From an optimization exercise on the open Yosys and OpenROAD flow, aimed at small area and a short achievable clock period; shortcuts taken in it are not production practice.
Only simulation tests tie the RTL to the original design; equivalence was not proved.

## run 1
Design lsm_top, start of the top module:
module lsm_top(
    (* io_buffer_type = "none" *)input clk_i,
    (* io_buffer_type = "none" *)input rst_n_i,
    (* io_buffer_type = "none" *)input signed [15:0] data_in,
    (* io_buffer_type = "none" *)input signed [15:0] data_ref,
    (* io_buffer_type = "none" *)output signed [15:0] error_o,
    (* io_buffer_type = "none" *)output signed [15:0] data_o
    );
  reg [10:1] valid;
  reg [143:0] taps9;
  reg [15:0]  tap10;
  always @(posedge clk_i or negedge rst_n_i) begin
    if (!rst_n_i) begin
      valid <= 10'd0;
      taps9 <= {16'h0129, 16'h012B, 16'h012C, 16'h012E, 16'h012D, 16'h012D, 16'h012C, 16'h012B, 16'h012A};
    end else begin
      valid <= {valid[9:1], 1'b1};
      taps9 <= {taps9[127:0], data_in};
    end
  end
  always @(posedge clk_i)
    tap10 <= taps9[143:128];
  wire [159:0] taps = {tap10, taps9};
  error_calcu error_calcu_dut (
    .clk_i   (clk_i),
    .rst_n_i (rst_n_i),
    .data_in (data_in),
    .data_ref(data_ref),
    .valid9  (valid[9]),
    .error_o (error_o)
  );
  wire [143:0] coefs;
  wire [17:0] es = {{2{error_o[15]}}, error_o};
  wire [17:0] e383 = (es << 8) + (es << 7) - es;
  wire en_one0 = e383[0] ^ 1'b0;
  wire en_two0 = (e383[1] & ~e383[0] & ~1'b0) | (~e383[1] & e383[0] & 1'b0);
  wire en_neg0 = e383[1];
  wire en_one1 = e383[2] ^ e383[1];
  ...
Size in the first run: about 570 flip-flops, ~100,000 um2 of cells after synthesis.
Settings: LEC_CHECK=0, ABC_AREA=1, CAP_MARGIN=20, CORE_MARGIN=2, CORE_UTILIZATION=55, PLACE_DENSITY=0.65, SETUP_SLACK_MARGIN=5, SLEW_MARGIN=20, SYNTH_HIERARCHICAL=1, SYNTH_MINIMUM_KEEP_SIZE=0, TNS_END_PERCENT=20; clock period 14.0 ns.
standard.sh (not shown) runs the stock make flow with config.mk's settings and CLKGATE_MAP_FILE= SYNTH_SCRIPT=/design/flow/synth_recipe.tcl, a recipe that flattens the netlist after the stock synthesis.
==> flow/flow/run.sh <==
#!/bin/bash
set -euo pipefail
MARGIN=7.2
CTS="-sink_clustering_enable -repair_clock_nets -dont_use_dummy_load"
sed -e "s/SETUP_SLACK_MARGIN=[0-9.]*/SETUP_SLACK_MARGIN=$MARGIN/" \
    -e "s/\"\${@:-finish}\"/REMOVE_ABC_BUFFERS=1 CTS_ARGS='$CTS' \"\${@:-finish}\"/" standard.sh > standard_custom.sh
grep -q "SETUP_SLACK_MARGIN=$MARGIN" standard_custom.sh
grep -q "REMOVE_ABC_BUFFERS=1" standard_custom.sh
bash standard_custom.sh > standard.log 2>&1
## Diff of input files: run 2 against run 1
Settings: TNS_END_PERCENT no longer set, was 20.
--- a/flow/flow/run.sh
+++ b/flow/flow/run.sh
@@ -2,3 +2,3 @@
 set -euo pipefail
-MARGIN=7.2
+MARGIN=7.4
 CTS="-sink_clustering_enable -repair_clock_nets -dont_use_dummy_load"
Findings:
- Run 2 ends up with a final design area excluding fillers that is 2.4% higher than in run 1.
- Share of cell area taken by multi-input logic gates: run 2 < run 1
- On delay of the slowest cell on the worst path, run 2 and run 1 are basically level.
- Initial antenna violation count in run 2 vs run 1: up 7
The inputs of run 3 differ from those of run 2 as listed below.
--- a/flow/flow/run.sh
+++ b/flow/flow/run.sh
@@ -2,4 +2,4 @@
 set -euo pipefail
-MARGIN=7.4
-CTS="-sink_clustering_enable -repair_clock_nets -dont_use_dummy_load"
+MARGIN=7.2
+CTS="-sink_clustering_enable -repair_clock_nets -dont_use_dummy_load -sink_clustering_size 24 -sink_clustering_max_diameter 80"
 sed -e "s/SETUP_SLACK_MARGIN=[0-9.]*/SETUP_SLACK_MARGIN=$MARGIN/" \
[summary]
Between run 3 and run 2, the time the final worst path needs with I/O delays and setup is lower for run 2. When the final numbers for run 3 and run 2 were put side by side, the critical path depth in cells turned out to be smaller in run 3. Between run 3 and run 2, arrival time at the worst endpoint is higher for run 3, run 2 comes in under that. Number of ordinary inverters in the final layout ended up 5 lower on run 3 than on run 2. In run 3 the area added between synthesis and finish turned out 1.9 points lower than in run 2. Post-route clock period utilization for run 3: 1.2 points up relative to run 2. Routed wire in run 3 totals less than in run 2. Multi-input logic cell count delta (run 2 -> run 3): insignificant. Against run 2, run 3 comes in 0.17 ns lower on smallest setup slack after layout.
diff inputs: run 3 => run 4
--- a/flow/flow/run.sh
+++ b/flow/flow/run.sh
@@ -3,3 +3,3 @@
 MARGIN=7.2
-CTS="-sink_clustering_enable -repair_clock_nets -dont_use_dummy_load -sink_clustering_size 24 -sink_clustering_max_diameter 80"
+CTS="-sink_clustering_enable -repair_clock_nets -dont_use_dummy_load"
 sed -e "s/SETUP_SLACK_MARGIN=[0-9.]*/SETUP_SLACK_MARGIN=$MARGIN/" \
## What came out
taps9[100] as the launching instance or port of the critical path was reported by run 4, and taps9[89] by run 3. Run 4 vs. run 3: number of cells in the finished layout apart from fillers has decreased; top achievable clock speed has increased; number of signal-net inverters in the final layout has decreased.

========
## v6
Another version of the RTL of lsm_top (not shown whole).
Size in the first run: roughly 570 flip-flops, ~98000 um^2 of cells after synthesis.
clock: 14.0 ns
lec_check: 0
abc_area: 1
cap_margin: 20
core_margin: 2
core_utilization: 55
place_density: 0.65
setup_slack_margin: 5
slew_margin: 20
synth_hierarchical: 1
synth_minimum_keep_size: 0
==> flow/flow/run.sh <==
#!/bin/bash
set -euo pipefail
MARGIN=7.2
CTS="-sink_clustering_enable -repair_clock_nets -dont_use_dummy_load"
sed -e "s/SETUP_SLACK_MARGIN=[0-9.]*/SETUP_SLACK_MARGIN=$MARGIN/" \
    -e "s/\"\${@:-finish}\"/REMOVE_ABC_BUFFERS=1 CTS_ARGS='$CTS' \"\${@:-finish}\"/" standard.sh > standard_custom.sh
grep -q "SETUP_SLACK_MARGIN=$MARGIN" standard_custom.sh
grep -q "REMOVE_ABC_BUFFERS=1" standard_custom.sh
bash standard_custom.sh > standard.log 2>&1
What v7 does differently from v6 at the input level:
- changing SLEW_MARGIN from 20 to 5
- changing CAP_MARGIN from 20 to 5
[summary]
Per the final summary, v6 finished and its layout is clean on timing, DRC and antenna. v7 completed every stage of the flow, and the final layout passed the timing, DRC and antenna checks. Between v6 and v7, the final-stage net count does not differ in any meaningful way. As far as summed area of non-filler cells in the final layout is concerned, v7 and v6 perform about the same. In terms of detailed-route via count, v6 and v7 differ only marginally. Time the worst path needs with I/O delays and setup: v7 vs v6, no meaningful difference. Re via count of the first global-routing pass: no difference whatsoever between v7 and v6. The final cell count was comparable across v6 and v7.

port drivers added, routing unchanged:
No port has a modelled driver above. Below, the same layouts with a new extraction and two added sets of constraints. Step 1 sets driving cells, clkbuf_16 on the clock port and buf_2 on the other inputs (assumed; they add their load-dependent delay and slew). Step 2 also shifts input and output timing later by t, the mid clock arrival at the registers, as if the neighbouring blocks saw the same clock. Three values: ideal ports, drivers, drivers and shift; two values: the first two.
| run | t (ns) | setup WS [ns] | cell pins on the clock port's net |
|---|---|---|---|
| run 1 | 0.802 | 7.019 / 7.019 / 7.019 | 1 |
| run 2 | 0.802 | 7.231 / 7.222 / 7.222 | 1 |
| run 3 | 0.807 | 7.057 / 7.057 / 7.057 | 1 |
| run 4 | 0.798 | 7.171 / 7.158 / 7.158 | 1 |
| v6 | 0.795 | 7.136 / 7.061 / 7.061 | 1 |
| v7 | 0.791 | 7.135 / 7.053 / 7.053 | 1 |
After both steps setup and hold are still met in every run listed. For v7, which loses most, drivers alone change the setup slack by -0.082 ns; drivers and shift together by -0.082 ns.
